Context: an optimization exercise on an open-source flow, tuned for small area, a short achievable clock period and few clock cycles per item. The choices shown serve that exercise and are no tape-out recipe. No run shown here included a check of the RTL's function; only the layout flow was run. Power figures rest on the tool's default switching activity, not on a simulated workload.

## flow/design.v (module list and top-level ports; edited modules follow where they fit)
// module mac_neuron: 1412 lines
// module booth_enc: 7 lines
// module inv_c: 3 lines
// module nand2_c: 3 lines
// module nor2_c: 3 lines
// module or2_c: 3 lines
// module xor2_c: 3 lines
// module xnor2_c: 3 lines
// module a22oi_c: 3 lines
// module a21oi_c: 3 lines
// module o21ai_c: 3 lines
// module o22ai_c: 3 lines
// module a21o_c: 3 lines
// module and2_c: 3 lines
// module fa_cell: 4 lines
// module ha_cell: 4 lines
module mac_neuron(
	input clk,
	input rst,
	input in_valid,
	output in_ready,
	input [15:0] in_x,
	input [15:0] in_w,
	input in_last,
	output reg out_valid,
	output [15:0] out_data
);
  // ...
==> flow/flow/run.sh <==
#!/bin/bash
set -euo pipefail
MARGIN=$(cat flow/margin.txt)
export SETUP_SLACK_MARGIN=$MARGIN
bash standard.sh > std_flow.log 2>&1
==> flow/flow/margin.txt <==
7.7
==> flow/standard.sh <==
#!/bin/bash
# synth_recipe.tcl (not shown) runs the flow's synth.tcl, then flattens the netlist and writes it again
# the make line also repeats each setting of config.mk as NAME=value (left out here)
make -C /OpenROAD-flow-scripts/flow DESIGN_CONFIG=/design/flow/config.mk WORK_HOME=/design/flow/orfs CLKGATE_MAP_FILE= SYNTH_SCRIPT=/design/flow/synth_recipe.tcl "${@:-finish}"
==> flow/config.mk <==
export PLATFORM = sky130hd
export DESIGN_NAME = mac_neuron
export DESIGN_NICKNAME = mac_neuron
export VERILOG_FILES = /design/flow/design.v
export SDC_FILE = /design/flow/constraint.sdc
export NUM_CORES = 4
export LEC_CHECK = 0
export CAP_MARGIN = 20
export CORE_MARGIN = 2
export CORE_UTILIZATION = 40
export CTS_BUF_LIST = sky130_fd_sc_hd__clkbuf_4 sky130_fd_sc_hd__clkbuf_8
export CTS_CLUSTER_SIZE = 40
export PLACE_DENSITY = 0.6
export SLEW_MARGIN = 20
export SYNTH_HIERARCHICAL = 1
==> flow/constraint.sdc <==
create_clock -name core_clock -period 11.0 [get_ports {clk}]
set_input_delay 2.2000 -clock core_clock [delete_from_list [all_inputs] [get_ports {clk}]]
set_output_delay 2.2000 -clock core_clock [all_outputs]
set_load 0.01 [all_outputs]
==> impl_metrics.tcl, run 1 <==
set metrics [dict create \
    outcome "finished clean" \
    reg_top3 "ha_r: 23 flops, hb_r: 23 flops" \
    finalWirelength_microns 22600 \
    first_pass_iters 5 \
    hold_ws_ns 0.333 \
    grt_pass1_vias 6903 \
    cp-end-kind "register" \
    routed_via_density 5.40 \
    synth_area_sq_um 9410 \
    cp_max_fo 7 \
    synthXorXnorAreaFrac 0.188 \
    synth-edff-count 0 \
    clock_path_buffers 2 \
    clockRootBuffer "clkbuf_8" \
    busiest_layer "met2" \
    seq_area_sq_um 2660 \
    cts_setup_buffers 7 \
    report.final.hold_viol_count 0 \
    cpMostUsedCell "a21o_1" \
    buffers 75 \
    min_from "l1$_DFF_P_" \
    grt.overflow.total 0 \
    relSlewSlack 0.360 \
    cp.arrival_ns 3.64 \
    tightest_slew_ns 0.959 \
    synthSimpleGateAreaFrac 0.0526 \
    cts_made_buffers 17 \
    post-dp-hpwl_microns 15400 \
    met2WireLength_microns 10200 \
    async_reset_ff_frac 0 \
    power_frac_seq 0.252 \
    power_leader "combinational logic" \
    reg2regPathDepth 12 \
    grt_first_pass_wirelength_microns 35900 \
    crit_start "ha_r[6]$_DFF_P_" \
    wl_met3_microns 1380 \
    power_mw 2.90 \
    n_fill_cell 2224 \
    synth-seq-cells 128 \
    period_share 0.300 \
    cts.sinks 128 \
    seq_share 0.241 \
]
==> inputs of run 2 (changes only) <==
--- a/flow/config.mk
+++ b/flow/config.mk
@@ -9,6 +9,4 @@
 export CORE_MARGIN = 2
 export CORE_UTILIZATION = 40
-export CTS_BUF_LIST = sky130_fd_sc_hd__clkbuf_4 sky130_fd_sc_hd__clkbuf_8
-export CTS_CLUSTER_SIZE = 40
 export PLACE_DENSITY = 0.6
 export SLEW_MARGIN = 20
==> run 2 against run 1 <==
- combinational power decreased by 3%
- total power increased by 3.1%
- count of clock-buffer cells in the layout unchanged
- core utilization increased by 0.32 points
- sequential power decreased by 1%
- wire length decreased by 0.89%
- final cell count decreased by 0.38%
- worst hold slack got worse by 0.0064 ns
- synthesized area unchanged
- via count decreased by 1.2%
- critical path type unchanged
- critical endpoint is now zl_r$_DFF_P_
==> impl_metrics.tcl, run 2 <==
set metrics [dict create \
    setup_tns_ns 0 \
    cp_max_fo 16 \
    ys_top_cells_by_count "xor2_1 (182), o22ai_1 (129), dfxtp_1 (128)" \
    postSynthAreaPerCell_sq_um 10.6 \
    yosys.area.top_type_share 0.272 \
    io_pins 54 \
    vias 6937 \
    min_path_type "reg2reg" \
    cp-end-kind "register" \
    worstReg2RegStart "xn[6]$_DFF_P_" \
    first_pass_iters 5 \
    n_fill_cell 2222 \
    synth_area_leaders "dfxtp_1 (27%), fa_1 (19%), xor2_1 (17%), o22ai_1 (8.6%), ha_1 (8.5%)" \
    drive_gt1_frac 0.100 \
    hold_ws_ns 0.326 \
    async_reset_ff_frac 0 \
    maxCapViolations 0 \
    fin_crit_ns 3.32 \
    port_buffers 52 \
    htreeDepth 4 \
    synth-main-ff-cell "dfxtp_1" \
    placementRows 56 \
    wl_per_cell_microns 17.3 \
    cp.arrival_ns 3.66 \
    slew_violations 0 \
    final_common_cell "xor2_1" \
    post-dp-hpwl_microns 15400 \
    grt_first_pass_wirelength_microns 36000 \
    track_usage 0.187 \
    dieArea_sq_um 24800 \
    p_leak_nw 5.13 \
    fmax_mhz 301 \
    crit_start "xn[6]$_DFF_P_" \
    ctsHoldBuffers 0 \
    coreArea_sq_um 23300 \
    min_from "l0$_DFF_P_" \
    syn_to_final_growth_pct 17.7 \
    synth_cell_types 35 \
    synth-seq-area-share 0.272 \
    synth-edff-count 0 \
    start_util 0.405 \
    regToRegSetupSlack_ns 7.68 \
    cts.sinks 128 \
    clock_path_buffers 2 \
    cts_tree "yes" \
    setup-violations-final 0 \
    die_height_microns 157 \
    synth-seq-cells 128 \
    tightest_slew_ns 0.980 \
    relSlewSlack 0.347 \
    path_clk_slew_ns 0.06 \
    clock_skew_ns 0.0127 \
    rsz0062_at_grt "yes" \
    gp_congestion 0.863 \
    power_mw 2.99 \
    final_cell_mix "xor2_1 (182), o22ai_1 (127), dfxtp_1 (89)" \
    report.final.hold_viol_count 0 \
    drt_iter0_drc 472 \
    finalWirelength_microns 22400 \
    outcome "finished clean" \
    grt_pass1_vias 6913 \
    drc 0 \
    ys_warn_count 7 \
    clockRootBuffer "clkbuf_16" \
    die_w_microns 157 \
    ant_nets 0 \
    nets 1153 \
    diodes 0 \
    grt_antenna_before_repair 0 \
    reg_top3 "ha_r: 23 flops, hb_r: 23 flops" \
    vdd_ir_drop_max_mv 0.131 \
    yosysMostFrequentCell "xor2_1" \
    period_share 0.302 \
    synth_area_sq_um 9410 \
    yosysTopAreaCell "dfxtp_1" \
    grt_max_degree 31 \
    worst-setup-path-type "reg2reg" \
    syn_inst 892 \
    power_density_nw_per_um2 270 \
    cp-start-kind "register" \
    clkLatencyLatePin_ns 0.42 \
    cts_made_buffers 17 \
    worstPathRequired_ns 11.34 \
    grt.overflow.total 0 \
    routed_via_density 5.35 \
]
run 2: timing repair:
| action | in CTS | in global routing |
|---|---|---|
| buffers inserted | 7 | 7 |
| hold endpoints to repair | 0 | 0 |
| pin swaps | 4 | 0 |
| gates cloned | 1 | 0 |
| gates resized for setup | 56 | 24 |
| endpoints found under the setup margin | 67 | 39 |
run 2: cells by family (layout without fill, tap and decap cells):
logic type | Yosys count | after routing | synth area share
compound gates | 271 | 272 | 0.192
xor+xnor | 202 | 202 | 0.188
fa+ha+maj | 152 | 152 | 0.272
flops | 128 | 128 | 0.272
simple gates | 93 | 93 | 0.0526
buf+inv | 44 | 125 | 0.0219
other cells | 2 | 5 | 0.000798
run 2: power by group:
group	internal, mW	total [mW]	switching, mW	leakage (nW)
sequential	0.612	0.723	0.111	1.07
combinational	0.783	1.70	0.922	3.78
clock	0.345	0.567	0.223	0.274
run 2: per-stage QoR:
stage	setup slack, ns	area [sq um]	utilization	cells
6_report	7.68	11100	0.476	1296
5_1_grt	7.57	11100	0.476	1296
4_1_cts	7.48	11000	0.472	1289
3_5_place_dp	7.30	10300	0.441	1250
3_3_place_gp	7.43	10300	0.441	1250
2_1_floorplan	7.70	9430	-	895
run 2: final timing paths:
path / endpoint / cells after the start
worst min register to register: l1$_DFF_P_ / 0
worst max register to register: zl_r$_DFF_P_ / 9
worst min-delay path: l1$_DFF_P_ / 0
worst max-delay path: zl_r$_DFF_P_ / 9
run 2: Yosys stat by module (local to each module, per instance), a selection:
module	copies in the design	flops+latches
nand2_c	8	0
booth_enc	8	0
a21o_c	74	0
fa_cell	88	0
xnor2_c	20	0
o22ai_c	128	0
run 2: area by class of cell:
| cell class | count | area (sq um) | share of cell area |
|---|---|---|---|
| multi-input cells | 724 | 6730 | 0.607 |
| inverters | 24 | 90.1 | 0.00813 |
| clock buffers | 19 | 453 | 0.0409 |
| repair buffers | 70 | 632 | 0.0570 |
| flip-flops and latches | 128 | 2650 | 0.239 |
| well taps | 319 | 399 | 0.0360 |
| clock inverters | 12 | 134 | 0.0121 |
run 2: layer usage:
metal / vias to the layer above / track usage / part of all wire
met2: 265 / 0.297 / 0.46
met3: 24 / 0.0297 / 0.057
met1: 3318 / 0.257 / 0.47
met5: - / 0 / 0
met4: 0 / 0.0684 / 0.017
li1: 3330 / - / -
run 2: critical path: stages, from the launching register on:
cell and delay (ns):
dfxtp_2 0.56, o22ai_1 0.16, xor2_1 0.17, ha_1 0.31, fa_1 0.52, fa_1 0.43, ha_1 0.34, xor2_1 0.15
or4_1 0.46, nor2_1 0.15

==> separate check: timing with driven ports <==
The flow's constraints put no driver on any port. The routed layouts listed below were extracted and timed again, unchanged, in two steps. Step 1, drivers: a clkbuf_16 drives clk and a buf_2 each remaining input, both assumed. Step 2 times the ports against the registers' clock, not the clock port: input delays grow and output delays shrink by t, the midpoint of the rising clock arrivals with the driver on. Three values: no drivers, after step 1, after step 2; two values: the first two.
| run | shift t [ns] | slack for setup (ns) | worst hold slack (ns) | clock arrival spread, ns |
|---|---|---|---|---|
| run 1 | 0.483 | 7.703 / 7.703 / 7.703 | 0.333 / 0.333 / 0.333 | 0.024 / 0.024 |
| run 2 | 0.460 | 7.683 / 7.683 / 7.683 | 0.326 / 0.326 / 0.326 | 0.013 / 0.013 |
After both steps setup and hold are still met in every run listed.
